Source: an optimization exercise on an open RTL-to-GDS flow (aim: a short achievable clock period). Production flows keep margins and buffers that such runs may drop. Only simulation tests tie the RTL to the original design; equivalence was not proved. No run shown here takes its clock network from TritonCTS; it comes from the design's own scripts or RTL. The flow treats the clock pin as an ideal source. Dropping or thinning the clock tree relies on that and would not hold on a real chip.

**flow/run.sh**
```bash
#!/bin/bash
# Layout flow: the standard ORFS flow, except that the clock tree is
# built by flow/cts_custom.tcl (two buffer levels: the clock port drives
# four root buffers, each root drives a column of leaf buffers, each leaf
# drives a balanced cluster of flip-flops).  Each tool's output goes to a
# log file of its own in this folder.
set -euo pipefail
export TREE_COLS=4
export TREE_ROWS=10

# synthesis, floorplan and placement: standard
bash standard.sh place > 1_standard_to_place.log 2>&1

# clock tree: the make command of standard.sh, running our script
MAKECMD=$(grep '^make ' standard.sh | sed 's/"\${@:-finish}"//')
eval "$MAKECMD run RUN_SCRIPT=$PWD/flow/cts_custom.tcl RUN_LOG_NAME_STEM=4_1_cts" > 2_custom_cts.log 2>&1

# routing and finishing: standard (CTS results are up to date)
bash standard.sh finish > 3_standard_finish.log 2>&1
```
**flow/cts_custom.tcl**
```tcl
# Clock tree built by hand: the clock port drives a few root buffers, each
# root drives a column of leaf buffers, each leaf drives one balanced
# cluster of flip-flops.  Then the usual post-CTS steps of ORFS's cts.tcl.
utl::set_metrics_stage "cts__{}"
source $::env(SCRIPTS_DIR)/load.tcl
erase_non_stage_variables cts
load_design 3_place.odb 3_place.sdc
set_dont_use $::env(DONT_USE_CELLS)

set NCOL   [expr {[info exists ::env(TREE_COLS)] ? $::env(TREE_COLS) : 4}]
set NROW   [expr {[info exists ::env(TREE_ROWS)] ? $::env(TREE_ROWS) : 5}]
set LEAF   [expr {[info exists ::env(TREE_LEAF)] ? $::env(TREE_LEAF) : "sky130_fd_sc_hd__clkbuf_16"}]
set ROOT   [expr {[info exists ::env(TREE_ROOT)] ? $::env(TREE_ROOT) : "sky130_fd_sc_hd__clkbuf_16"}]

set db    [ord::get_db]
set block [ord::get_db_block]
set clk   [$block findNet clk]
set leafm [$db findMaster $LEAF]
set rootm [$db findMaster $ROOT]

# sinks: every instance pin on the clock net
set sinks {}
foreach it [$clk getITerms] {
  set inst [$it getInst]
  set b [$inst getBBox]
  lappend sinks [list $it [expr {([$b xMin] + [$b xMax]) / 2}] [expr {([$b yMin] + [$b yMax]) / 2}]]
}
set n [llength $sinks]
puts "tree: $n sinks, $NCOL columns x $NROW rows"

# balanced grid: columns by x, then rows by y inside each column
set byx [lsort -integer -index 1 $sinks]
set cols {}
for {set c 0} {$c < $NCOL} {incr c} {
  set lo [expr {$c * $n / $NCOL}]
  set hi [expr {($c + 1) * $n / $NCOL - 1}]
  lappend cols [lrange $byx $lo $hi]
}

proc centroid {pts} {
  set sx 0; set sy 0
  foreach p $pts { set sx [expr {$sx + [lindex $p 1]}]; set sy [expr {$sy + [lindex $p 2]}] }
  set k [llength $pts]
  return [list [expr {$sx / $k}] [expr {$sy / $k}]]
}

set c 0
foreach col $cols {
  set m [llength $col]
  set byy [lsort -integer -index 2 $col]
  # root of this column
  set rnet [odb::dbNet_create $block "clknet_root_$c"]
  $rnet setSigType CLOCK
  set rinst [odb::dbInst_create $block $rootm "clkbuf_root_$c"]
  set leafpos {}
  for {set r 0} {$r < $NROW} {incr r} {
    set lo [expr {$r * $m / $NROW}]
    set hi [expr {($r + 1) * $m / $NROW - 1}]
    set grp [lrange $byy $lo $hi]
    lassign [centroid $grp] lx ly
    lappend leafpos [list x $lx $ly]
    set lnet [odb::dbNet_create $block "clknet_leaf_${c}_$r"]
    $lnet setSigType CLOCK
    set linst [odb::dbInst_create $block $leafm "clkbuf_leaf_${c}_$r"]
    $linst setLocation [expr {$lx - [$leafm getWidth] / 2}] $ly
    $linst setPlacementStatus PLACED
    [$linst findITerm A] connect $rnet
    [$linst findITerm X] connect $lnet
    foreach p $grp {
      set it [lindex $p 0]
      $it disconnect
      $it connect $lnet
    }
  }
  lassign [centroid $leafpos] rx ry
  $rinst setLocation [expr {$rx - [$rootm getWidth] / 2}] $ry
  $rinst setPlacementStatus PLACED
  [$rinst findITerm A] connect $clk
  [$rinst findITerm X] connect $rnet
  incr c
}

set_propagated_clock [all_clocks]
estimate_parasitics -placement
report_clock_latency

set_placement_padding -global \
  -left $::env(CELL_PAD_IN_SITES_DETAIL_PLACEMENT) \
  -right $::env(CELL_PAD_IN_SITES_DETAIL_PLACEMENT)
detailed_placement
estimate_parasitics -placement
report_clock_latency

if { !$::env(SKIP_CTS_REPAIR_TIMING) } {
  repair_timing_helper
  detailed_placement
  check_placement -verbose
}

report_clock_latency
report_metrics 4 "cts final"
orfs_write_db $::env(RESULTS_DIR)/4_1_cts.odb
orfs_write_sdc $::env(RESULTS_DIR)/4_cts.sdc
```
**standard.sh**
```bash
#!/bin/bash
# synth_recipe.tcl (not shown) runs the flow's synth.tcl, then flattens the netlist and writes it again
# the make line also repeats each setting of config.mk as NAME=value (left out here)
make -C /OpenROAD-flow-scripts/flow DESIGN_CONFIG=/design/flow/config.mk WORK_HOME=/design/flow/orfs CLKGATE_MAP_FILE= SYNTH_SCRIPT=/design/flow/synth_recipe.tcl "${@:-finish}"
```
**config.mk**
```make
export PLATFORM = sky130hd
export DESIGN_NAME = Sine_wave
export DESIGN_NICKNAME = Sine_wave
export VERILOG_FILES = /design/flow/design.v
export SDC_FILE = /design/flow/constraint.sdc
export NUM_CORES = 4
export LEC_CHECK = 0
export ABC_CLOCK_PERIOD_IN_PS = 1500
export CAP_MARGIN = 20
export CORE_MARGIN = 2
export CORE_UTILIZATION = 40
export SETUP_SLACK_MARGIN = 2.3
export SLEW_MARGIN = 20
export SYNTH_HIERARCHICAL = 1
export SYNTH_MINIMUM_KEEP_SIZE = 0
```
**constraint.sdc**
```tcl
create_clock -name core_clock -period 3.8 [get_ports {clk}]
set_input_delay 0.7600 -clock core_clock [delete_from_list [all_inputs] [get_ports {clk}]]
set_output_delay 0.7600 -clock core_clock [all_outputs]
set_load 0.01 [all_outputs]
```
**design.v**
```verilog
module rotator
    #(
    parameter DATA_WIDTH     = 12,
    parameter ZW             = 16,    
    parameter ZWO            = 16,    
    parameter ROTATOR_NUMBER = 2,
    parameter [16:0] ATAN    = 1,
    parameter        LAST    = 0      
    )(
    input                                   clk,
    input  wire signed [DATA_WIDTH:0]       x_i,
    input  wire signed [DATA_WIDTH:0]       y_i,
    input  wire                             d_i,    
    input  wire                             dn_i,   
    input  wire                             d2_i,   
    input  wire                             dn2_i,  
    input  wire signed [ZW-1:0]             z_i,
    input              [1:0]                quarter_in,
    input                                   kill_in,
    output reg signed  [DATA_WIDTH:0]       x_o,
    output reg signed  [DATA_WIDTH:0]       y_o,
    output reg                              d_o,    
    output reg                              dn_o,   
    output wire                             d2_o,   
    output wire                             dn2_o,  
    output reg signed  [ZWO-1:0]            z_o,
    output reg         [1:0]                quarter_out,
    output reg                              kill_out
);
localparam W = DATA_WIDTH + 1;
localparam KE = ROTATOR_NUMBER < W - 1 ? ROTATOR_NUMBER : W - 1;
wire [W-1:0] x_o_next, y_o_next;
rot_half #(.W(W), .K(KE)) u_x (.a(x_i), .b(y_i), .sub(d_i),  .sub2(d2_i),  .s(x_o_next));
rot_half #(.W(W), .K(KE)) u_y (.a(y_i), .b(x_i), .sub(dn_i), .sub2(dn2_i), .s(y_o_next));
wire [ZW-1:0] z_u = {~z_i[ZW-1], z_i[ZW-2:0]};
wire gt_p, gt_m;
kcmp #(.W(ZW), .C((1 << (ZW-1)) + ATAN)) u_gp (.a(z_u), .y(gt_p));
kcmp #(.W(ZW), .C((1 << (ZW-1)) - ATAN)) u_gm (.a(z_u), .y(gt_m));
wire d_next = d_i ? gt_p : gt_m;
wire [ZWO-1:0] z_sub, z_add;
zadd #(.W(ZWO), .C(-ATAN)) u_zs (.a(z_e[ZWO-1:0]), .s(z_sub));
zadd #(.W(ZWO), .C( ATAN)) u_za (.a(z_e[ZWO-1:0]), .s(z_add));
dreg u_d2  (.clk(clk), .d( d_next), .q(d2_o));
dreg u_dn2 (.clk(clk), .d(~d_next), .q(dn2_o));
wire signed [ZW:0] z_e = z_i;
wire signed [ZW:0] a_s = ATAN;
always @(posedge clk) begin
    quarter_out <= quarter_in;
    kill_out    <= kill_in;
    d_o  <= d_next;
    dn_o <= ~d_next;
    x_o <= x_o_next ^ {W{LAST[0] & (quarter_in[1] ^ quarter_in[0])}};
    y_o <= y_o_next ^ {W{LAST[0] & quarter_in[1]}};
    z_o <= d_i ? z_sub : z_add;
end
endmodule
module rot_half #(parameter W = 13, parameter K = 2) (
    input  [W-1:0] a,
    input  [W-1:0] b,
    input          sub,
    input          sub2,    
    output [W-1:0] s
);
localparam N = W - K;               
localparam NH = N / 2;
wire         sgn = b[W-1];
wire [N-1:0] a_lo = a[N-1:0];
wire [N-1:0] b_lo = b[W-1:K];
wire [K-1:0] a_hi = a[W-1:N];
wire [N-1:0] lo_pn, lo_mn;         
wire         c_p, c_m;
ks_addc #(.W(N), .CIN(0), .NS(1)) u_lp (.a(a_lo), .b( b_lo), .s(lo_pn), .co(c_p));
ks_addc #(.W(N), .CIN(1), .NS(1)) u_lm (.a(a_lo), .b(~b_lo), .s(lo_mn), .co(c_m));
wire [K-1:0] hi_p1, hi_m1;
generate
    if (K == 1) begin : k1
        assign hi_p1 = ~a_hi;
        assign hi_m1 = ~a_hi;
    end else begin : kn
        wire [K-2:0] all1, all0;
        pf_and #(.W(K-1), .INV(0)) u_p1 (.a(a_hi[K-2:0]), .p(all1));
        pf_and #(.W(K-1), .INV(1)) u_m1 (.a(a_hi[K-2:0]), .p(all0));
        assign hi_p1 = a_hi ^ {all1, 1'b1};
        assign hi_m1 = a_hi ^ {all0, 1'b1};
    end
endgenerate
wire [K-1:0] hp1 = sgn ? a_hi  : hi_p1;
wire [K-1:0] hp0 = sgn ? hi_m1 : a_hi;
wire [K-1:0] hm1 = sgn ? hi_p1 : a_hi;
wire [K-1:0] hm0 = sgn ? a_hi  : hi_m1;
wire [K-1:0] hi_pn, hi_mn, hi;
wire [N-1:0] lo;
genvar i;
generate
    for (i = 0; i < K; i = i + 1) begin : hm
        cell_mux2i u_p (.s(c_p), .a1(hp1[i]), .a0(hp0[i]), .y(hi_pn[i]));
        cell_mux2i u_m (.s(c_m), .a1(hm1[i]), .a0(hm0[i]), .y(hi_mn[i]));
        cell_mux2i u_s (.s(sub2), .a1(hi_mn[i]), .a0(hi_pn[i]), .y(hi[i]));
    end
    for (i = 0; i < N; i = i + 1) begin : lm
        if (i < NH) begin : l0
            cell_mux2i u_s (.s(sub), .a1(lo_mn[i]), .a0(lo_pn[i]), .y(lo[i]));
        end else begin : l1
            cell_mux2i u_s (.s(sub2), .a1(lo_mn[i]), .a0(lo_pn[i]), .y(lo[i]));
        end
    end
endgenerate
assign s = {hi, lo};
endmodule
module add_small #(parameter W = 13) (
    input  [W-1:0] a,
    input  [2:0]   e,
    input          kill,
    output [W-1:0] s
);
localparam K = W - 2;
wire [K-1:0] a_hi = a[W-1:2];
wire [1:0]   lo = a[1:0] + e[1:0];
wire         gn0, gn1, tn1;
wire [1:0]   c;
ks_nand2 u_g0 (.a(a[0]), .b(e[0]), .y(gn0));
ks_nand2 u_g1 (.a(a[1]), .b(e[1]), .y(gn1));
ks_nor2  u_t1 (.a(a[1]), .b(e[1]), .y(tn1));
ks_oai21 u_c0 (.a1(tn1), .a2(gn0), .b1(gn1), .y(c[0]));
ks_oai21 u_c1 (.a1(tn1), .a2(gn0), .b1(gn1), .y(c[1]));
wire [K-2:0] all1, all0;
pf_and #(.W(K-1), .INV(0)) u_p1 (.a(a_hi[K-2:0]), .p(all1));
pf_and #(.W(K-1), .INV(1)) u_m1 (.a(a_hi[K-2:0]), .p(all0));
wire [K-1:0] hi_p1 = a_hi ^ {all1, 1'b1};
wire [K-1:0] hi_m1 = a_hi ^ {all0, 1'b1};
wire [K-1:0] mid   = {1'b1, {(K-1){1'b0}}};
wire [K-1:0] flip  = {1'b1, {(K-1){1'b0}}};
wire [K-1:0] hi_c1 = kill ? mid : (e[2] ? a_hi  : hi_p1) ^ flip;
wire [K-1:0] hi_c0 = kill ? mid : (e[2] ? hi_m1 : a_hi) ^ flip;
wire [K-1:0] hi;
genvar i;
generate
    for (i = 0; i < K; i = i + 1) begin : hm
        cell_mux2i u_m (.s(c[i * 2 / K]), .a1(~hi_c1[i]), .a0(~hi_c0[i]), .y(hi[i]));
    end
endgenerate
assign s = {hi, kill ? 2'b00 : lo};
endmodule
module kcmp #(parameter W = 15, parameter [31:0] C = 0) (
    input  [W-1:0] a,
    output         y
);
function integer nlev;
    input integer w;
    integer k;
begin
    nlev = 0;
    for (k = 1; k < w; k = k * 2) nlev = nlev + 1;
end
endfunction
localparam L = nlev(W);
localparam [31:0] K = ~C;
function [1023:0] kinds;
    input integer which;
    reg [1023:0] kg, kt;
    integer l, i, k, gh, th, gl, tl, g, t;
begin
    kg = 0;
    kt = 0;
    for (i = 0; i < W; i = i + 1) begin
        kg[i*2 +: 2] = K[i] ? 2 : 0;
        kt[i*2 +: 2] = K[i] ? 1 : 2;
    end
    for (l = 1; l <= L; l = l + 1) begin
        k = 1 << (l-1);
        for (i = 0; i < W; i = i + 1) begin
            gh = kg[((l-1)*32+i)*2 +: 2];
            th = kt[((l-1)*32+i)*2 +: 2];
            if (i >= k) begin
                gl = kg[((l-1)*32+i-k)*2 +: 2];
                tl = kt[((l-1)*32+i-k)*2 +: 2];
                if (gh == 1)                 g = 1;
                else if (th == 0 || gl == 0) g = gh;
                else if (th == 1 && gl == 1) g = 1;
                else                         g = 2;
                if (th == 0 || tl == 0)      t = 0;
                else if (th == 1)            t = tl;
                else if (tl == 1)            t = th;
                else                         t = 2;
            end else begin
                g = gh;
                t = th;
            end
            kg[(l*32+i)*2 +: 2] = g;
            kt[(l*32+i)*2 +: 2] = t;
        end
    end
    kinds = which ? kt : kg;
end
endfunction
localparam [1023:0] KG = kinds(0);
localparam [1023:0] KT = kinds(1);
wire [W-1:0] g [0:L];
wire [W-1:0] t [0:L];
genvar i, l;
generate
    for (i = 0; i < W; i = i + 1) begin : lv0
        if (K[i]) begin : one
            assign g[0][i] = a[i];
            assign t[0][i] = 1'b1;
        end else begin : zero
            assign g[0][i] = 1'b0;
            assign t[0][i] = a[i];
        end
    end
    for (l = 1; l <= L; l = l + 1) begin : lev
        for (i = 0; i < W; i = i + 1) begin : bt
            localparam integer GH = KG[((l-1)*32+i)*2 +: 2];
            localparam integer TH = KT[((l-1)*32+i)*2 +: 2];
            localparam integer GO = KG[(l*32+i)*2 +: 2];
            localparam integer TO = KT[(l*32+i)*2 +: 2];
            if (i >= (1 << (l-1))) begin : comb
                localparam integer GL = KG[((l-1)*32+i-(1<<(l-1)))*2 +: 2];
                localparam integer TL = KT[((l-1)*32+i-(1<<(l-1)))*2 +: 2];
                if (GO == 0)      begin : g0 assign g[l][i] = 1'b0; end
                else if (GO == 1) begin : g1 assign g[l][i] = 1'b1; end
                else if (TH == 0 || GL == 0) begin : gw assign g[l][i] = g[l-1][i]; end
                else if (TH == 1) begin : gt1
                    if (GH == 0) begin : w assign g[l][i] = g[l-1][i-(1<<(l-1))]; end
                    else begin : o kc_or2 u_g (.a(g[l-1][i]), .b(g[l-1][i-(1<<(l-1))]), .y(g[l][i])); end
                end else if (GL == 1) begin : gl1
                    if (GH == 0) begin : w assign g[l][i] = t[l-1][i]; end
                    else begin : o kc_or2 u_g (.a(g[l-1][i]), .b(t[l-1][i]), .y(g[l][i])); end
                end else if (GH == 0) begin : ga
                    kc_and2 u_g (.a(t[l-1][i]), .b(g[l-1][i-(1<<(l-1))]), .y(g[l][i]));
                end else begin : gao
                    kc_ao21 u_g (.a1(t[l-1][i]), .a2(g[l-1][i-(1<<(l-1))]), .b1(g[l-1][i]), .y(g[l][i]));
                end
                if (TO == 0)      begin : t0 assign t[l][i] = 1'b0; end
                else if (TO == 1) begin : t1 assign t[l][i] = 1'b1; end
                else if (TH == 1) begin : tl assign t[l][i] = t[l-1][i-(1<<(l-1))]; end
                else if (TL == 1) begin : tw assign t[l][i] = t[l-1][i]; end
                else if (i >= (1 << l)) begin : ta
                    kc_and2 u_t (.a(t[l-1][i]), .b(t[l-1][i-(1<<(l-1))]), .y(t[l][i]));
                end else begin : tu
                    assign t[l][i] = 1'b0;     
                end
            end else begin : pass
                assign g[l][i] = g[l-1][i];
                assign t[l][i] = t[l-1][i];
            end
        end
    end
endgenerate
assign y = g[L][W-1];
endmodule
module kc_and2 (input a, input b, output y);
assign y = a & b;
endmodule
module kc_or2 (input a, input b, output y);
assign y = a | b;
endmodule
module kc_ao21 (input a1, input a2, input b1, output y);
assign y = (a1 & a2) | b1;
endmodule
module vreg #(parameter W = 16) (input clk, input [W-1:0] d, output reg [W-1:0] q);
always @(posedge clk) q <= d;
endmodule
module or_reduce #(parameter W = 16) (input [W-1:0] a, output y);
assign y = |a;
endmodule
module dreg (input clk, input d, output reg q);
always @(posedge clk) q <= d;
endmodule
module cell_mux2i (input s, input a1, input a0, output y);
assign y = ~(s ? a1 : a0);
endmodule
module cell_mux2 (input s, input a1, input a0, output y);
assign y = s ? a1 : a0;
endmodule
module ks_addv #(parameter W = 11) (
    input  [W-1:0] a,
    input  [W-1:0] b,
    input          cin,
    output [W-1:0] s,
    output         co
);
wire [W-1:0] c;      
generate
    if (W == 1) begin : w1
        assign c = (a & b) | ((a | b) & cin);
    end else begin : wn
        ks_prefixv #(.W(W), .CIN(2), .MODE(1)) u_p (.a(a), .b(b), .cin(cin), .c(c));
    end
endgenerate
generate
    if (W == 1) begin : s1
        assign s = a ^ b ^ cin;
    end else begin : sn
        ks_sumv #(.W(W)) u_s (.a(a), .b(b), .c(c[W-2:0]), .cin(cin), .s(s));
    end
endgenerate
assign co = c[W-1];
endmodule
module ks_cmpv #(parameter W = 16) (
    input  [W-1:0] a,
    input  [W-1:0] b,
    input          cin,
    output         co
);
ks_prefixv #(.W(W), .CIN(2), .MODE(2)) u_p (.a(a), .b(b), .cin(cin), .c(co));
endmodule
module pf_and #(parameter W = 4, parameter INV = 0) (
    input  [W-1:0] a,
    output [W-1:0] p
);
function integer nlev;
    input integer w;
    integer k;
begin
    nlev = 0;
    for (k = 1; k < w; k = k * 2) nlev = nlev + 1;
end
endfunction
localparam L = nlev(W);
wire [W-1:0] v [0:L];
assign v[0] = a;
genvar i, l;
generate
    for (l = 1; l <= L; l = l + 1) begin : lev
        for (i = 0; i < W; i = i + 1) begin : bt
            if (i >= (1 << (l-1))) begin : comb
                if ((INV + l) % 2) ks_nand2 u_c (.a(v[l-1][i]), .b(v[l-1][i-(1<<(l-1))]), .y(v[l][i]));
                else               ks_nor2  u_c (.a(v[l-1][i]), .b(v[l-1][i-(1<<(l-1))]), .y(v[l][i]));
            end else begin : pass
                ks_inv u_c (.a(v[l-1][i]), .y(v[l][i]));
            end
        end
    end
    if ((INV + L) % 2) begin : o_inv
        assign p = ~v[L];
    end else begin : o_pos
        assign p = v[L];
    end
endgenerate
endmodule
module ks_addc #(parameter W = 13, parameter CIN = 0, parameter NS = 0) (
    input  [W-1:0] a,
    input  [W-1:0] b,
    output [W-1:0] s,
    output         co
);
wire [W-1:0] c;      
generate
    if (W == 1) begin : w1
        assign c = CIN ? (a | b) : (a & b);
        assign s = (CIN ^ NS) ? ~(a ^ b) : (a ^ b);
    end else begin : wn
        ks_prefix #(.W(W), .CIN(CIN), .MODE(1)) u_p (.a(a), .b(b), .c(c));
        ks_sum #(.W(W), .CIN(CIN), .NS(NS)) u_s (.a(a), .b(b), .c(c[W-2:0]), .s(s));
    end
endgenerate
assign co = c[W-1];
endmodule
module ks_add #(parameter W = 13, parameter CIN = 0) (
    input  [W-1:0] a,
    input  [W-1:0] b,
    output [W-1:0] s
);
wire [W-2:0] c;      
ks_prefix #(.W(W), .CIN(CIN), .MODE(0)) u_p (.a(a), .b(b), .c(c));
ks_sum #(.W(W), .CIN(CIN)) u_s (.a(a), .b(b), .c(c), .s(s));
endmodule
module ks_cmp #(parameter W = 16, parameter CIN = 0) (
    input  [W-1:0] a,
    input  [W-1:0] b,
    output         co
);
ks_prefix #(.W(W), .CIN(CIN), .MODE(2)) u_p (.a(a), .b(b), .c(co));
endmodule
module ks_prefix #(parameter W = 13, parameter CIN = 0, parameter MODE = 0) (
    input  [W-1:0] a,
    input  [W-1:0] b,
    output [(MODE == 2 ? 1 : MODE == 1 ? W : W-1)-1:0] c
);
function integer nlev;
    input integer w;
    integer k;
begin
    nlev = 0;
    for (k = 1; k < w; k = k * 2) nlev = nlev + 1;
end
endfunction
localparam L = nlev(W);
function [255:0] need;
    input integer which;
    reg [255:0] ng, nt;
    integer l, i, k;
begin
    ng = 0;
    nt = 0;
    for (i = 0; i < W; i = i + 1)
        ng[L*32+i] = (MODE == 0) ? (i <= W-2) : (MODE == 1) ? 1'b1 : (i == W-1);
    for (l = L; l >= 1; l = l - 1) begin
        k = 1 << (l-1);
        for (i = 0; i < W; i = i + 1) begin
            if (i >= k) begin
                if (ng[l*32+i]) begin
                    ng[(l-1)*32+i]   = 1'b1;
                    nt[(l-1)*32+i]   = 1'b1;
                    ng[(l-1)*32+i-k] = 1'b1;
                end
                if (nt[l*32+i]) begin
                    nt[(l-1)*32+i]   = 1'b1;
                    nt[(l-1)*32+i-k] = 1'b1;
                end
            end else if (ng[l*32+i]) begin
                ng[(l-1)*32+i] = 1'b1;
            end
        end
    end
    need = which ? nt : ng;
end
endfunction
localparam [255:0] NG = need(0);
localparam [255:0] NT = need(1);
wire [W-1:0] g [0:L];
wire [W-1:0] t [0:L];
genvar i, l;
generate
    for (i = 0; i < W; i = i + 1) begin : pg
        if (i == 0) begin : b0
            if (NG[i]) begin : g0
                if (CIN == 1)      ks_nor2  u_g (.a(a[0]), .b(b[0]), .y(g[0][0]));
                else               ks_nand2 u_g (.a(a[0]), .b(b[0]), .y(g[0][0]));
            end
        end else begin : bi
            if (NG[i]) begin : gi
                ks_nand2 u_g (.a(a[i]), .b(b[i]), .y(g[0][i]));
            end
            if (NT[i]) begin : ti
                ks_nor2 u_t (.a(a[i]), .b(b[i]), .y(t[0][i]));
            end
        end
    end
    for (l = 1; l <= L; l = l + 1) begin : lev
        for (i = 0; i < W; i = i + 1) begin : bt
            if (i >= (1 << (l-1))) begin : comb
                if (NG[l*32+i]) begin : gn
                    if (l % 2) ks_oai21 u_g (.a1(t[l-1][i]), .a2(g[l-1][i-(1<<(l-1))]), .b1(g[l-1][i]), .y(g[l][i]));
                    else       ks_aoi21 u_g (.a1(t[l-1][i]), .a2(g[l-1][i-(1<<(l-1))]), .b1(g[l-1][i]), .y(g[l][i]));
                end
                if (NT[l*32+i]) begin : tn
                    if (l % 2) ks_nor2  u_t (.a(t[l-1][i]), .b(t[l-1][i-(1<<(l-1))]), .y(t[l][i]));
                    else       ks_nand2 u_t (.a(t[l-1][i]), .b(t[l-1][i-(1<<(l-1))]), .y(t[l][i]));
                end
            end else if (NG[l*32+i]) begin : pass
                ks_inv u_g (.a(g[l-1][i]), .y(g[l][i]));
            end
        end
    end
    if (MODE == 2) begin : o2
        if (L % 2) assign c = g[L][W-1];
        else       assign c = ~g[L][W-1];
    end else begin : o01
        if (L % 2) assign c = g[L][(MODE == 1 ? W : W-1)-1:0];
        else       assign c = ~g[L][(MODE == 1 ? W : W-1)-1:0];
    end
endgenerate
endmodule
module ks_prefixv #(parameter W = 13, parameter CIN = 0, parameter MODE = 0) (
    input  [W-1:0] a,
    input  [W-1:0] b,
    input          cin,      
    output [(MODE == 2 ? 1 : MODE == 1 ? W : W-1)-1:0] c
);
function integer nlev;
    input integer w;
    integer k;
begin
    nlev = 0;
    for (k = 1; k < w; k = k * 2) nlev = nlev + 1;
end
endfunction
localparam L = nlev(W);
function [255:0] need;
    input integer which;
    reg [255:0] ng, nt;
    integer l, i, k;
begin
    ng = 0;
    nt = 0;
    for (i = 0; i < W; i = i + 1)
        ng[L*32+i] = (MODE == 0) ? (i <= W-2) : (MODE == 1) ? 1'b1 : (i == W-1);
    for (l = L; l >= 1; l = l - 1) begin
        k = 1 << (l-1);
        for (i = 0; i < W; i = i + 1) begin
            if (i >= k) begin
                if (ng[l*32+i]) begin
                    ng[(l-1)*32+i]   = 1'b1;
                    nt[(l-1)*32+i]   = 1'b1;
                    ng[(l-1)*32+i-k] = 1'b1;
                end
                if (nt[l*32+i]) begin
                    nt[(l-1)*32+i]   = 1'b1;
                    nt[(l-1)*32+i-k] = 1'b1;
                end
            end else if (ng[l*32+i]) begin
                ng[(l-1)*32+i] = 1'b1;
            end
        end
    end
    need = which ? nt : ng;
end
endfunction
localparam [255:0] NG = need(0);
localparam [255:0] NT = need(1);
wire [W-1:0] g [0:L];
wire [W-1:0] t [0:L];
genvar i, l;
generate
    for (i = 0; i < W; i = i + 1) begin : pg
        if (i == 0) begin : b0
            if (NG[i]) begin : g0
                if (CIN == 2)      ks_maj_n u_g (.a(a[0]), .b(b[0]), .c(cin), .y(g[0][0]));
                else if (CIN == 1) ks_nor2  u_g (.a(a[0]), .b(b[0]), .y(g[0][0]));
                else               ks_nand2 u_g (.a(a[0]), .b(b[0]), .y(g[0][0]));
            end
        end else begin : bi
            if (NG[i]) begin : gi
                ks_nand2 u_g (.a(a[i]), .b(b[i]), .y(g[0][i]));
            end
            if (NT[i]) begin : ti
                ks_nor2 u_t (.a(a[i]), .b(b[i]), .y(t[0][i]));
            end
        end
    end
    for (l = 1; l <= L; l = l + 1) begin : lev
        for (i = 0; i < W; i = i + 1) begin : bt
            if (i >= (1 << (l-1))) begin : comb
                if (NG[l*32+i]) begin : gn
                    if (l % 2) ks_oai21 u_g (.a1(t[l-1][i]), .a2(g[l-1][i-(1<<(l-1))]), .b1(g[l-1][i]), .y(g[l][i]));
                    else       ks_aoi21 u_g (.a1(t[l-1][i]), .a2(g[l-1][i-(1<<(l-1))]), .b1(g[l-1][i]), .y(g[l][i]));
                end
                if (NT[l*32+i]) begin : tn
                    if (l % 2) ks_nor2  u_t (.a(t[l-1][i]), .b(t[l-1][i-(1<<(l-1))]), .y(t[l][i]));
                    else       ks_nand2 u_t (.a(t[l-1][i]), .b(t[l-1][i-(1<<(l-1))]), .y(t[l][i]));
                end
            end else if (NG[l*32+i]) begin : pass
                ks_inv u_g (.a(g[l-1][i]), .y(g[l][i]));
            end
        end
    end
    if (MODE == 2) begin : o2
        if (L % 2) assign c = g[L][W-1];
        else       assign c = ~g[L][W-1];
    end else begin : o01
        if (L % 2) assign c = g[L][(MODE == 1 ? W : W-1)-1:0];
        else       assign c = ~g[L][(MODE == 1 ? W : W-1)-1:0];
    end
endgenerate
endmodule
module ks_sum #(parameter W = 13, parameter CIN = 0, parameter NS = 0) (
    input  [W-1:0] a,
    input  [W-1:0] b,
    input  [W-2:0] c,       
    output [W-1:0] s
);
wire [W-1:0] p;
genvar i;
generate
    for (i = 0; i < W; i = i + 1) begin : bt
        ks_xor2 u_p (.a(a[i]), .b(b[i]), .y(p[i]));
        if (i > 0) begin : hi
            if (NS) begin : n ks_xnor2 u_s (.a(p[i]), .b(c[i-1]), .y(s[i])); end
            else    begin : q ks_xor2  u_s (.a(p[i]), .b(c[i-1]), .y(s[i])); end
        end
    end
endgenerate
assign s[0] = (CIN ^ NS) ? ~p[0] : p[0];
endmodule
module ks_sumv #(parameter W = 13) (
    input  [W-1:0] a,
    input  [W-1:0] b,
    input  [W-2:0] c,       
    input          cin,
    output [W-1:0] s
);
wire [W-1:0] p;
genvar i;
generate
    for (i = 0; i < W; i = i + 1) begin : bt
        ks_xor2 u_p (.a(a[i]), .b(b[i]), .y(p[i]));
        if (i > 0) begin : hi
            ks_xor2 u_s (.a(p[i]), .b(c[i-1]), .y(s[i]));
        end
    end
endgenerate
assign s[0] = p[0] ^ cin;
endmodule
module ks_xnor2 (input a, input b, output y);
assign y = ~(a ^ b);
endmodule
module ks_xor2 (input a, input b, output y);
assign y = a ^ b;
endmodule
module ks_nand2 (input a, input b, output y);
assign y = ~(a & b);
endmodule
module ks_nor2 (input a, input b, output y);
assign y = ~(a | b);
endmodule
module ks_oai21 (input a1, input a2, input b1, output y);
assign y = ~((a1 | a2) & b1);
endmodule
module ks_aoi21 (input a1, input a2, input b1, output y);
assign y = ~((a1 & a2) | b1);
endmodule
module ks_maj_n (input a, input b, input c, output y);
assign y = ~((a & b) | ((a | b) & c));
endmodule
module ks_inv (input a, output y);
assign y = ~a;
endmodule
module zadd #(parameter W = 16, parameter integer C = 0) (
    input  [W-1:0] a,
    output [W-1:0] s
);
assign s = a + C;
endmodule
module cordic#(
    parameter DATA_WIDTH    = 12,
    parameter ANGLE_WIDTH   = 16
    )(
    input                           clk,
    input                           rst,       
    input         [DATA_WIDTH:0]    am_i,      
    input         [DATA_WIDTH:0]    ap_i,      
    input         [DATA_WIDTH:0]    x01_i,     
    input         [DATA_WIDTH:0]    y01_i,     
    input                           kill_i,    
    input         [1:0]             quarter_in,
    input         [ANGLE_WIDTH-1:0] theta_next,  
    output reg    [DATA_WIDTH:0]    sin_o,
    output reg    [DATA_WIDTH:0]    cos_o
    );
localparam N = 16;
localparam W = DATA_WIDTH + 1;
function [16:0] tanangle;
    input integer i;
begin
    case (i)
    0: tanangle = 25723;
    1: tanangle = 15204;
    2: tanangle = 8028;
    3: tanangle = 4076;
    4: tanangle = 2045;
    5: tanangle = 1022;
    6: tanangle = 511;
    7: tanangle = 256;
    8: tanangle = 128;
    9: tanangle = 65;
    10: tanangle = 32;
    11: tanangle = 16;
    12: tanangle = 8;
    13: tanangle = 4;
    14: tanangle = 2;
    default: tanangle = 1;
    endcase
end
endfunction
function integer zwidth;
    input integer k;
begin
    if (k <= 1)      zwidth = 17;
    else if (k <= 3) zwidth = 16;
    else             zwidth = 15;
end
endfunction
reg [ANGLE_WIDTH-1:0] A;
always @(posedge clk) A <= theta_next;
wire [2:0] d0v;
or_reduce #(.W(ANGLE_WIDTH)) u_or0 (.a(A), .y(d0v[0]));
or_reduce #(.W(ANGLE_WIDTH)) u_or1 (.a(A), .y(d0v[1]));
or_reduce #(.W(ANGLE_WIDTH)) u_or2 (.a(A), .y(d0v[2]));
wire [2:0] gt_a0;
wire gt_a01, gt_a0m1;
genvar j;
generate
    for (j = 0; j < 3; j = j + 1) begin : c0
        kcmp #(.W(16), .C(25723)) u_c0 (.a(A), .y(gt_a0[j]));
    end
endgenerate
kcmp #(.W(16), .C(40927)) u_c1 (.a(A), .y(gt_a01));
kcmp #(.W(16), .C(10519)) u_c2 (.a(A), .y(gt_a0m1));
wire [W-1:0] x2_11 = am_i,  y2_11 = ap_i;
wire [W-1:0] x2_10 = ap_i,  y2_10 = am_i;
wire [W-1:0] x2_01 = x01_i, y2_01 = y01_i;
wire [16:0] Ae = {1'b0, A};
wire [15:0] z2_11, z2_10;          
zadd #(.W(16), .C(-40927)) u_z11 (.a(A), .s(z2_11));
zadd #(.W(16), .C(-10519)) u_z10 (.a(A), .s(z2_10));
wire [16:0] z2_0x = 17'd10519;                     
wire [W-1:0] x2_g1 = d0v[0] ? x2_11 : x2_01;
wire [W-1:0] x2_g0 = d0v[0] ? x2_10 : x2_01;
wire [W-1:0] y2_g1 = d0v[1] ? y2_11 : y2_01;
wire [W-1:0] y2_g0 = d0v[1] ? y2_10 : y2_01;
wire [15:0]  z2_g1 = d0v[2] ? z2_11 : z2_0x[15:0];
wire [15:0]  z2_g0 = d0v[2] ? z2_10 : z2_0x[15:0];
wire         d2_g1 = ~d0v[2] | gt_a01;
wire         d2_g0 = ~d0v[2] | gt_a0m1;
wire [W-1:0] x2_n, y2_n;
wire [15:0]  z2_n;
wire         d2_n;
generate
    for (j = 0; j < W; j = j + 1) begin : m1
        cell_mux2i u_x (.s(gt_a0[0]), .a1(~x2_g1[j]), .a0(~x2_g0[j]), .y(x2_n[j]));
        cell_mux2i u_y (.s(gt_a0[1]), .a1(~y2_g1[j]), .a0(~y2_g0[j]), .y(y2_n[j]));
    end
    for (j = 0; j < 16; j = j + 1) begin : m2
        cell_mux2i u_z (.s(gt_a0[2]), .a1(~z2_g1[j]), .a0(~z2_g0[j]), .y(z2_n[j]));
    end
endgenerate
cell_mux2 u_d (.s(gt_a0[2]), .a1(d2_g1), .a0(d2_g0), .y(d2_n));
reg signed [W-1:0] x2, y2;
reg signed [15:0]  z2;
reg                d2, d2n;
reg        [1:0]   q2;
reg                k2;
always @(posedge clk) begin
    q2 <= quarter_in;
    k2 <= kill_i | rst;
    x2 <= x2_n;
    y2 <= y2_n;
    z2 <= z2_n;
    d2 <= d2_n;
    d2n <= ~d2_n;
end
wire d2b, d2nb;
dreg u_d2b  (.clk(clk), .d( d2_n), .q(d2b));
dreg u_d2nb (.clk(clk), .d(~d2_n), .q(d2nb));
wire signed [W-1:0] xs [N:2];
wire signed [W-1:0] ys [N:2];
wire signed [17:0]  zs [N:2];
wire                ds [N:2];
wire                dns[N:2];
wire                d2s[N:2];
wire                dn2s[N:2];
wire        [1:0]   qs [N:2];
wire                ks [N:2];
assign xs[2] = x2;
assign ys[2] = y2;
assign zs[2] = z2;
assign ds[2] = d2;
assign dns[2] = d2n;
assign d2s[2] = d2b;
assign dn2s[2] = d2nb;
assign qs[2] = q2;
assign ks[2] = k2;
genvar i;
generate
    for (i = 2; i < N-1; i = i + 1) begin : stage
        wire signed [zwidth(i+1)-1:0] z_o;
        rotator #(
            .DATA_WIDTH    (DATA_WIDTH),
            .ZW            (zwidth(i)),
            .ZWO           (zwidth(i+1)),
            .ROTATOR_NUMBER(i),
            .ATAN          (tanangle(i)),
            .LAST          (i == N-2)
        ) rotator (
            .clk        (clk),
            .x_i        (xs[i]),
            .y_i        (ys[i]),
            .d_i        (ds[i]),
            .dn_i       (dns[i]),
            .d2_i       (d2s[i]),
            .dn2_i      (dn2s[i]),
            .z_i        (zs[i][zwidth(i)-1:0]),
            .quarter_in (qs[i]),
            .kill_in    (ks[i] | rst),
            .x_o        (xs[i+1]),
            .y_o        (ys[i+1]),
            .d_o        (ds[i+1]),
            .dn_o       (dns[i+1]),
            .d2_o       (d2s[i+1]),
            .dn2_o      (dn2s[i+1]),
            .z_o        (z_o),
            .quarter_out(qs[i+1]),
            .kill_out   (ks[i+1])
        );
        assign zs[i+1] = z_o;
    end
endgenerate
wire        [1:0]   q15 = qs[N-1];
wire neg_s = q15[1];
wire neg_c = q15[1] ^ q15[0];
wire [W-1:0] x15c = xs[N-1];
wire [W-1:0] y15c = ys[N-1];
wire                d15 = ds[N-1];
wire ux = y15c[W-1] ^ neg_s;    
wire uy = x15c[W-1] ^ neg_c;    
wire signed [2:0] dx = ux ? (d15 ? 3'sd1 : -3'sd1) : 3'sd0;
wire signed [2:0] dy = uy ? (d15 ? -3'sd1 : 3'sd1) : 3'sd0;
wire signed [2:0] ey = neg_s ? 3'sd1 - dy : dy;
wire signed [2:0] ex = neg_c ? 3'sd1 - dx : dx;
wire kill = rst | ks[N-1];
wire [W-1:0] s_val, c_val;
add_small #(.W(W)) u_s (.a(y15c), .e(ey), .kill(kill), .s(s_val));
add_small #(.W(W)) u_c (.a(x15c), .e(ex), .kill(kill), .s(c_val));
always @(posedge clk) begin
    sin_o <= s_val;
    cos_o <= c_val;
end
endmodule
module Sine_wave
    #(
        parameter DATA_WIDTH    = 12,
        parameter ANGLE_WIDTH   = 16
    )(
    input                       clk,
    input                       reset,
    input                       ce,
    input  [DATA_WIDTH:0]       ampl,
    input  [ANGLE_WIDTH-1:0]    step,
    output [DATA_WIDTH:0]       sin_wave,
    output [DATA_WIDTH:0]       cos_wave
);
localparam angle_90 = 51315;
reg [ANGLE_WIDTH-1:0] step_r;     
reg [ANGLE_WIDTH-1:0] nstep_r;    
reg [ANGLE_WIDTH:0]   nlim_r;     
reg                   fdn_r;      
reg                   clr_r;      
reg [DATA_WIDTH:0]    am_r, ap_r, x01_r, y01_r;
reg                   k0;         
localparam W = DATA_WIDTH + 1;
wire [W-1:0] P = {ampl[W-1], ampl[W-1:1]};
wire [W-1:0] am, ap, apo, pma;
ks_add  #(.W(W), .CIN(1)) u_am  (.a(ampl), .b(~P),   .s(am));           
ks_add  #(.W(W), .CIN(0)) u_ap  (.a(ampl), .b(P),    .s(ap));           
ks_addv #(.W(W))          u_apo (.a(ampl), .b(P), .cin(ampl[0]), .s(apo), .co());  
ks_add  #(.W(W), .CIN(1)) u_pma (.a(P),    .b(~ampl), .s(pma));         
wire [W-1:0] x01 = (ampl == {1'b1, {(W-1){1'b0}}}) ? {2'b11, {(W-2){1'b0}}} : apo;
wire [ANGLE_WIDTH:0] nlim = (step > angle_90) ? ~17'h10000 : ~(angle_90 - step);
always @(posedge clk) begin
    if (!ce) begin
        step_r  <= {ANGLE_WIDTH{1'b0}};
        nstep_r <= {ANGLE_WIDTH{1'b1}};
        nlim_r  <= ~17'h10000;
        fdn_r   <= 1'b1;
    end else if (reset) begin
        step_r  <= {ANGLE_WIDTH{1'b0}};
        nstep_r <= {ANGLE_WIDTH{1'b0}};
        nlim_r  <= 17'h1ffff;
        fdn_r   <= 1'b0;
    end else begin
        step_r  <= step;
        nstep_r <= ~step;
        nlim_r  <= nlim;
        fdn_r   <= 1'b0;
    end
    clr_r   <= ce & reset;
    am_r    <= am;
    ap_r    <= ap;
    x01_r   <= x01;
    y01_r   <= pma;
    k0      <= reset;
end
reg [ANGLE_WIDTH-1:0] angle;
reg [1:0]             state;
wire [ANGLE_WIDTH-1:0] a_sum, a_diff;
ks_add #(.W(ANGLE_WIDTH), .CIN(0)) u_sum  (.a(angle), .b(step_r),  .s(a_sum));
ks_add #(.W(ANGLE_WIDTH), .CIN(1)) u_diff (.a(angle), .b(nstep_r), .s(a_diff));
wire [ANGLE_WIDTH-1:0] angle_c;
wire [3:0] up_n, down;
genvar h, i;
generate
    for (h = 0; h < 4; h = h + 1) begin : cp
        ks_cmp  #(.W(ANGLE_WIDTH+1), .CIN(1)) u_up (.a({1'b0, angle_c}), .b(nlim_r), .co(up_n[h]));
        ks_cmpv #(.W(ANGLE_WIDTH))            u_dn (.a(angle_c), .b(nstep_r), .cin(fdn_r), .co(down[h]));
    end
endgenerate
wire       even = ~state[0];
wire [3:0] move = even ? ~up_n : down;
wire [ANGLE_WIDTH-1:0] moved_n;
wire [ANGLE_WIDTH-1:0] held_n = ~(clr_r ? {ANGLE_WIDTH{1'b0}} : angle);
wire [ANGLE_WIDTH-1:0] angle_next;
generate
    for (i = 0; i < ANGLE_WIDTH; i = i + 1) begin : nx
        cell_mux2i u_e (.s(even), .a1(a_sum[i]), .a0(a_diff[i]), .y(moved_n[i]));
        cell_mux2i u_m (.s(move[i / (ANGLE_WIDTH / 4)]), .a1(moved_n[i]), .a0(held_n[i]), .y(angle_next[i]));
    end
endgenerate
vreg #(.W(ANGLE_WIDTH)) u_angle_c (.clk(clk), .d(angle_next), .q(angle_c));
always @(posedge clk) begin
    angle <= angle_next;
    state <= clr_r ? 2'd0 : state + {1'b0, ~move[0]};
end
cordic #(
    .DATA_WIDTH    (DATA_WIDTH),
    .ANGLE_WIDTH   (ANGLE_WIDTH)
    ) cordic (
    .clk        (clk),
    .rst        (reset),
    .am_i       (am_r),
    .ap_i       (ap_r),
    .x01_i      (x01_r),
    .y01_i      (y01_r),
    .kill_i     (k0),
    .quarter_in (state),
    .theta_next (angle_next),
    .sin_o      (sin_wave),
    .cos_o      (cos_wave)
);
endmodule
```
==> reports/metrics.cfg, run 1 <==
[status]
status = complete, no violations

[global_route]
grt_max_degree = 50
grt_pass1_wl_mm = 339.6
grt_util_all_layers_pct = 19.67
grt_antenna_before_repair = 1
grt_pass1_vias = 67990
overflow = 0

[setup_path]
r2r_cells = 7
path_cells = buf_4, nor4_4, nand4_1, buf_4, clkbuf_16, nor2b_1, mux2i_1
path_class = reg2reg
worstPathRequired_ps = 4150
startpoint_type = flip-flop
path_max_fanout = 8
slowest_stage = dfxtp_4
cp.buffers_inverters = 3
crit_arrival_ps = 2320
path_depth = 7
endpoint_kind = flip-flop
worst_path_dominant_cell_family = simple AND/OR/NAND/NOR gates
cp_common_cell = buf_4
slowest_delay_ps = 390

[floorplan]
fp.dieW_um = 450.4
die_h_um = 450.4
ios = 58
core-area_sq_mm = 0.1976
dieArea_sq_mm = 0.2029
std_cell_rows = 163
start_util_pct = 40.34

[route]
via_per_inst = 4.924
wire_per_inst_um = 15.35
drcViolationCount = 0
drt_first_pass_iters = 6
dr_total_vias = 69990
totalWireLength_mm = 218.2
final_antenna_net_count = 0
drtIter0Drc = 3381

[sta]
rsz0062_at_grt = yes
fin_setup_tns_ps = 0
fin_crit_sh_pct = 51.97
whs_ps = 332.3
hold_viol = 0
timing.fmax_ghz = 0.5064
skew_ps = 27.36
finalSetupViolCount = 0
slew_violations = 0
relSlewSlack_pct = 38.05
worstMarginPinSlew_ps = 928.0
period_needed_ps = 1975

[finish]
most-common-layout-cells = nand2_1 (1295), inv_1 (1259), xnor2_1 (953), mux2i_1 (801), buf_4 (689)
final_common_cell = nand2_1
drive_above_1_share_pct = 38.57
finalNetCount = 11650
areaGrowthSynthToFinish_pct = 29.65

[cts]
clk_pin_slew_ps = 90
cts_hold_buf = 0
clkLatencyLatePin_ps = 430

[job]
max-cap-violations = 0

[worst_hold_path]
hold_class = reg2reg
hold_depth = 0

[place]
dpl.hpwl_mm = 141.3
place.gp.congestion = 0.8798
portBuffers = 57

[synthesis]
synthCells = 10850
ys_warn_count = 101
syn-cell-area_sq_mm = 0.07972
syn_avg_cell_area_sq_um = 7.345

-- registers in the layout, indices dropped and copies added (netlist names), 16 cells and up --
signal / flops
cordic.stage.rotator.z_o: 181
cordic.stage.rotator.x_o: 169
cordic.stage.rotator.y_o: 169
cordic.stage.rotator.quarter_out: 26
nlim_r: 17
angle: 16
cordic.A: 16
cordic.z2: 16
nstep_r: 16
step_r: 16
u_angle_c.q: 16
-- through the flow --
stage | std cells | area [sq um] | utilization (%) | worst slack, ps
2_1_floorplan | 10860 | 81150 | - | 1822
3_3_place_gp | 13180 | 82500 | 41.75 | 708.3
3_5_place_dp | 13180 | 82510 | 41.75 | 694.7
5_1_grt | 14210 | 103300 | 52.29 | 1797
6_report | 14220 | 103400 | 52.30 | 1825
-- metal layers --
metal  vias to the layer above  global-route usage, %  wire (um)
met5                         -                      0          0
met4                         0                  5.469       7298
met3                       394                 0.8319       5997
met2                      1238                  37.43     113400
met1                     33260                  23.75      91550
li1                      35100                      -          -
-- repair_timing --
action                     4_1_cts  5_1_grt
cloned                          29       11
setup endpoints to repair      716      622
pin swaps                      489      661
buffers inserted               689      255
resized for setup             2303     1456
-- final cells by class --
class / instances / area [sq um]
Timing Repair inverter: 4 / 31.28
Timing Repair Buffer: 1075 / 10860
Buffer: 44 / 1101
Sequential cell: 833 / 18410
Tap cell: 2640 / 3303
Fill cell: 17700 / 94270
Multi-Input combinational cell: 7956 / 63120
Inverter: 1660 / 6521
Antenna cell: 3 / 7.507
-- path summary, 6_finish.rpt --
kind / end / slack, ps / startpoint
min: cordic.stage[5].rotator.quarter_out[0]$_DFF_P_ / 330 / cordic.stage[4].rotator.quarter_out[0]$_DFF_P_
min reg2reg: cordic.stage[5].rotator.quarter_out[0]$_DFF_P_ / 330 / cordic.stage[4].rotator.quarter_out[0]$_DFF_P_
max reg2reg: cordic.z2[2]$_DFF_P_ / 1830 / cordic.A[11]$_DFF_P_
max: cordic.z2[2]$_DFF_P_ / 1830 / cordic.A[11]$_DFF_P_
==> run 2, diff against run 1 <==
--- a/design.v
+++ b/design.v
@@ -698,9 +698,9 @@
 wire [16:0] z2_0x = 17'd10519;                     
-wire [W-1:0] x2_g1 = d0v[0] ? x2_11 : x2_01;
+wire [W-1:0] x2_g1 = x2_11;
 wire [W-1:0] x2_g0 = d0v[0] ? x2_10 : x2_01;
-wire [W-1:0] y2_g1 = d0v[1] ? y2_11 : y2_01;
+wire [W-1:0] y2_g1 = y2_11;
 wire [W-1:0] y2_g0 = d0v[1] ? y2_10 : y2_01;
-wire [15:0]  z2_g1 = d0v[2] ? z2_11 : z2_0x[15:0];
+wire [15:0]  z2_g1 = z2_11;
 wire [15:0]  z2_g0 = d0v[2] ? z2_10 : z2_0x[15:0];
-wire         d2_g1 = ~d0v[2] | gt_a01;
+wire         d2_g1 = gt_a01;
 wire         d2_g0 = ~d0v[2] | gt_a0m1;
==> run 2 against run 1 <==
Net effect: die area decreased by 0.14%; clock skew decreased by 2.3 ps; critical path depth rose by 4.
==> reports/metrics.cfg, run 2 <==
[synthesis]
ys_warn_count = 101
syn_avg_cell_area_sq_um = 7.357
syn-cell-area_sq_mm = 0.07961
synthCells = 10820

[place]
place.gp.congestion = 0.8773
portBuffers = 57
dpl.hpwl_mm = 141.4
place_inst = 13160
place_ws_ps = 589.0

[finish]
seqCellArea_sq_mm = 0.01840
largestRegisters = cordic.stage.rotator.z_o (181), cordic.stage.rotator.x_o (169), cordic.stage.rotator.y_o (169)
finalNetCount = 11660
final_cells = 14230
final_common_cell = inv_1
multi_input_area_sq_mm = 0.06256
largest_reg_flops = 181
drive_above_1_share_pct = 38.26
nFillCells = 17850
most-common-layout-cells = inv_1 (1319), nand2_1 (1310), xnor2_1 (959), mux2i_1 (825), buf_4 (705)
areaGrowthSynthToFinish_pct = 29.70
regMostFlops = cordic.stage.rotator.z_o

[route]
drcViolationCount = 0
drtIter0Drc = 3639
wire_per_inst_um = 15.37
totalWireLength_mm = 218.6
via_per_inst = 4.904
final_antenna_net_count = 0
dr_total_vias = 69780
drt_first_pass_iters = 6

[sta]
hold_viol = 0
fin_crit_sh_pct = 50.94
skew_ps = 25.01
fin_setup_tns_ps = 0
worst_slack_ps = 1864
timing.fmax_ghz = 0.5166
slew_violations = 0
worstMarginPinSlew_ps = 915.3
relSlewSlack_pct = 38.89
period_needed_ps = 1936
finalSetupViolCount = 0
rsz0062_at_grt = yes

[setup_path]
slowest_stage = dfxtp_4
slowest_delay_ps = 370
cp_common_cell = o21ai_2
path_max_fanout = 6
path_cells = a21o_1, o21ai_2, o21ai_2, a21oi_2, o21ai_2, a21oi_2, inv_2, nand2_2, o21ai_4, buf_12, mux2i_4
endpoint_kind = flip-flop
startpoint_type = flip-flop
crit_arrival_ps = 2250
worstPathRequired_ps = 4110
path_class = reg2reg

[global_route]
grt_max_degree = 50
overflow = 0
grt_antenna_before_repair = 4
grt_pass1_wl_mm = 336.5
grt_util_all_layers_pct = 19.56
grt_pass1_vias = 66880

[worst_hold_path]
hold_class = reg2reg

[floorplan]
dieArea_sq_mm = 0.2026
ios = 58
core-area_sq_mm = 0.1976
std_cell_rows = 163
fp.dieW_um = 450.1
start_util_pct = 40.28
die_h_um = 450.1

[cts]
cts_hold_buf = 0
clkLatencyLatePin_ps = 430
clk_pin_slew_ps = 90

[status]
status = complete, no violations

[job]
max-cap-violations = 0

==> run 2: cell count changes in the layout (fill, tap and decap cells not counted), moves of 15 or more <==
| cell | change |
|---|---|
| inv_1 | +60 |
| o21ai_2 | +38 |
| a21oi_2 | -31 |
| a21oi_1 | -27 |
| buf_6 | +27 |
| o21ai_1 | -25 |
| mux2i_1 | +24 |
| inv_2 | -19 |
| nor2b_4 | -18 |
| buf_4 | +16 |
| nand2_1 | +15 |
==> run 2: repair_timing <==
item                                    in CTS  in global routing
endpoints found under the setup margin     711                636
setup buffers                              683                298
gates cloned                                34                 12
resized for setup                         2196               1481
pin swaps                                  474                642
==> run 2: routing by layer <==
layer / vias up / GRT usage, % / part of all wire (%)
li1: 35060 / - / -
met1: 33210 / 23.91 / 42
met2: 1169 / 37.54 / 52
met3: 340 / 0.7907 / 2.8
met4: 6 / 4.064 / 2.7
met5: - / 0 / 0.021
==> run 2: path summary, 6_finish.rpt <==
kind | start | end | slack [ps] | depth (start not counted)
hold / removal | cordic.stage[12].rotator.quarter_out[1]$_DFF_P_ | cordic.stage[13].rotator.quarter_out[1]$_DFF_P_ | 330 | 0
hold reg to reg | cordic.stage[12].rotator.quarter_out[1]$_DFF_P_ | cordic.stage[13].rotator.quarter_out[1]$_DFF_P_ | 330 | 0
setup / recovery | u_angle_c.q[0]$_DFF_P_ | u_angle_c.q[1]$_DFF_P_ | 1860 | 11
setup reg to reg | u_angle_c.q[0]$_DFF_P_ | u_angle_c.q[1]$_DFF_P_ | 1860 | 11
==> run 2: through the flow <==
stage / hold WS (ps) / util, % / area [sq um]
2_1_floorplan: 309.6 / - / 81040
6_report: 331.4 / 52.24 / 103200
3_3_place_gp: 316.8 / 41.71 / 82420
5_1_grt: 340.8 / 52.24 / 103200
3_5_place_dp: 317.9 / 41.71 / 82420
==> run 2: final cells by class <==
type / count / share of cell area, %
multi-input combinational: 7890 / 60.59
sequential: 833 / 17.82
timing repair buffer: 1115 / 10.83
inverter: 1702 / 6.465
tap: 2640 / 3.199
buffer: 44 / 1.066
timing repair inverter: 3 / 0.02060
antenna: 2 / 0.004847
==> run 2: critical path, delay by kind of cell, from the launching register on <==
kind	cells	cell delay [ps]
and+or+nand+nor	1	90
AOI/OAI and AO/OA	7	910
DFF	1	370
buffers and inverters	2	210
muxes	1	250
==> run 3, diff against run 2 <==
--- a/design.v
+++ b/design.v
@@ -874,3 +874,5 @@
     for (h = 0; h < 4; h = h + 1) begin : cp
-        ks_cmp  #(.W(ANGLE_WIDTH+1), .CIN(1)) u_up (.a({1'b0, angle_c}), .b(nlim_r), .co(up_n[h]));
+        wire c16;
+        ks_cmp  #(.W(ANGLE_WIDTH), .CIN(1)) u_up (.a(angle_c), .b(nlim_r[ANGLE_WIDTH-1:0]), .co(c16));
+        assign up_n[h] = nlim_r[ANGLE_WIDTH] & c16;
         ks_cmpv #(.W(ANGLE_WIDTH))            u_dn (.a(angle_c), .b(nstep_r), .cin(fdn_r), .co(down[h]));
==> run 3 against run 2 <==
Net effect: largest cell class unchanged; worst hold slack better by 6.2 ps; first-iteration DRC count is 3.8% lower; register-to-register slack worse by 20 ps; area after synthesis is 0.20% lower; core utilization hardly changed; critical path depth is 1 lower; global-route usage is 0.10 points higher; sequential cell count stayed put; setup slack worse by 16 ps; still clean on timing, DRC and antenna.
==> reports/metrics.cfg, run 3 <==
[sta]
timing.fmax_ghz = 0.5122
hold_viol = 0
slew_violations = 0
period_needed_ps = 1952
worst_slack_ps = 1848
fin_setup_tns_ps = 0
finalSetupViolCount = 0
skew_ps = 39.12
rsz0062_at_grt = yes
fin_crit_sh_pct = 51.37
relSlewSlack_pct = 39.43
whs_ps = 337.7
worstMarginPinSlew_ps = 907.4

[global_route]
grt.met1_usage_pct = 23.59
grt_util_all_layers_pct = 19.66
overflow = 0
use_met3_pct = 0.7765
grt_antenna_before_repair = 4
grt_max_degree = 50
top_usage_layer = met2
grt_pass1_vias = 67850
grt_pass1_wl_mm = 338.1
grt_use_met2_pct = 37.43

[setup_path]
endpoint_kind = flip-flop
rr_endpoint = u_angle_c.q[15]$_DFF_P_
path_max_fanout = 7
crit_arrival_ps = 2290
r2r_slack_ps = 1850
worst_path_dominant_cell_family = compound AO/OA/AOI/OAI gates
slowest_delay_ps = 370
path_cells = buf_6, nor2_1, o21ai_2, a21oi_2, o21ai_2, a21oi_2, inv_2, a2bb2oi_4, buf_12, mux2i_4
path_class = reg2reg
r2r_start = u_angle_c.q[0]$_DFF_P_
startpoint_type = flip-flop
slowest_stage = dfxtp_4
cp.buffers_inverters = 3
r2r_cells = 10
worstPathRequired_ps = 4140

[place]
place.gp.congestion = 0.8816
portBuffers = 57
place_inst = 13110
dpl.hpwl_mm = 140.4
placed_area_sq_mm = 0.08231
place_ws_ps = 592.0

[status]
status = complete, no violations

[finish]
regMostFlops = cordic.stage.rotator.z_o
drive_above_1_share_pct = 38.51
largest_reg_flops = 181
most-common-layout-cells = inv_1 (1297), nand2_1 (1292), xnor2_1 (954), mux2i_1 (820), buf_4 (737)
finalNetCount = 11610
nFillCells = 17820
largestRegisters = cordic.stage.rotator.z_o (181), cordic.stage.rotator.x_o (169), cordic.stage.rotator.y_o (169)
areaGrowthSynthToFinish_pct = 29.89
final_cells = 14180
final_common_cell = inv_1
postLayoutCellArea_sq_mm = 0.1032

[synthesis]
ys_warn_count = 101
syn_avg_cell_area_sq_um = 7.373
syn-cell-area_sq_mm = 0.07945
synthCells = 10780

[cts]
cts_hold_buf = 0
clkLatencyLatePin_ps = 440
clk_pin_slew_ps = 90

[route]
wire_per_inst_um = 15.41
via_per_inst = 4.911
drcViolationCount = 0
dr_total_vias = 69630
drtIter0Drc = 3499
drt_first_pass_iters = 6
totalWireLength_mm = 218.4
final_antenna_net_count = 0

[worst_hold_path]
worstHoldStart = cordic.stage[7].rotator.quarter_out[1]$_DFF_P_
hold_depth = 0
hold_end = cordic.stage[8].rotator.quarter_out[1]$_DFF_P_
hold_class = reg2reg

[floorplan]
dieArea_sq_mm = 0.2022
die_h_um = 449.7
core-area_sq_mm = 0.1974
start_util_pct = 40.24
std_cell_rows = 163
fp.dieW_um = 449.7
ios = 58

[job]
max-cap-violations = 0

## run 3: repair_timing
action                                  4_1_cts  5_1_grt
endpoints found under the setup margin      744      623
cloned                                       41        9
pin swaps                                   511      616
resized for setup                          2262     1422
setup buffers                               697      277
## run 3: stage by stage
step | util, %
after floorplan | -
after global placement | 41.69
after detailed placement | 41.70
after global routing | 52.27
final | 52.27
## run 3: how the worst max path moves through the flow
stage               depth (start not counted)                       to  slack (ps)                    start
finish                                     10  u_angle_c.q[15]$_DFF_P_        1850   u_angle_c.q[0]$_DFF_P_
detailed placement                          5     x01_r[10]$_SDFF_PN0_         590                 ampl[10]
CTS                                        10   u_angle_c.q[2]$_DFF_P_        1860   u_angle_c.q[0]$_DFF_P_
global route                               11         angle[2]$_DFF_P_        1790  u_angle_c.q[11]$_DFF_P_
global placement                            5      x01_r[9]$_SDFF_PN0_         620                 ampl[10]
floorplan                                   5     x01_r[10]$_SDFF_PN0_        1820                  ampl[4]
## run 3: cell type report
type | instances | area [sq um] | area share [%]
Antenna cell | 1 | 2.502 | 0.002425
Timing Repair inverter | 5 | 36.28 | 0.03516
Sequential cell | 833 | 18390 | 17.82
Timing Repair Buffer | 1114 | 11050 | 10.70
Buffer | 44 | 1101 | 1.067
Inverter | 1690 | 6661 | 6.455
Multi-Input combinational cell | 7851 | 62660 | 60.72
Tap cell | 2640 | 3303 | 3.201
## run 3: layer usage
metal	routed length, um	share of wire, %	vias to the layer above
met5	0	0	-
met4	7261	3.3	0
met3	6096	2.8	368
met2	113700	52	1227
met1	91380	42	33130
li1	-	-	34910

[port drivers added, routing unchanged]
The results above use ideal ports. As a check the final layouts listed here were re-extracted and re-timed, cells and wires unchanged.
Step 1, drivers: a clkbuf_16 drives clk and a buf_2 each remaining input, both assumed.
Step 2, shift: input delay + t, output delay - t, t = (earliest + latest rising clock arrival at the registers) / 2. This alone moves slack from input paths to output paths.
a / b / c = ideal / step 1 / step 2; a / b = the first two.
| run | t (ns) | setup WS [ns] | hold WS [ns] | clock arrival spread, ns | worst register clock-pin slew, ns |
|---|---|---|---|---|---|
| run 1 | 0.568 | 1.825 / 1.825 / 1.511 | 0.332 / 0.332 / 0.332 | 0.034 / 0.034 | 0.10 / 0.10 |
| run 2 | 0.567 | 1.864 / 1.864 / 1.516 | 0.331 / 0.331 / 0.331 | 0.033 / 0.034 | 0.10 / 0.10 |
| run 3 | 0.568 | 1.848 / 1.848 / 1.409 | 0.338 / 0.338 / 0.338 | 0.045 / 0.045 | 0.10 / 0.10 |
After both steps every run listed still meets setup and hold. For run 3, which loses most, drivers alone change the setup slack by 0.000 ns; drivers and shift together by -0.439 ns.
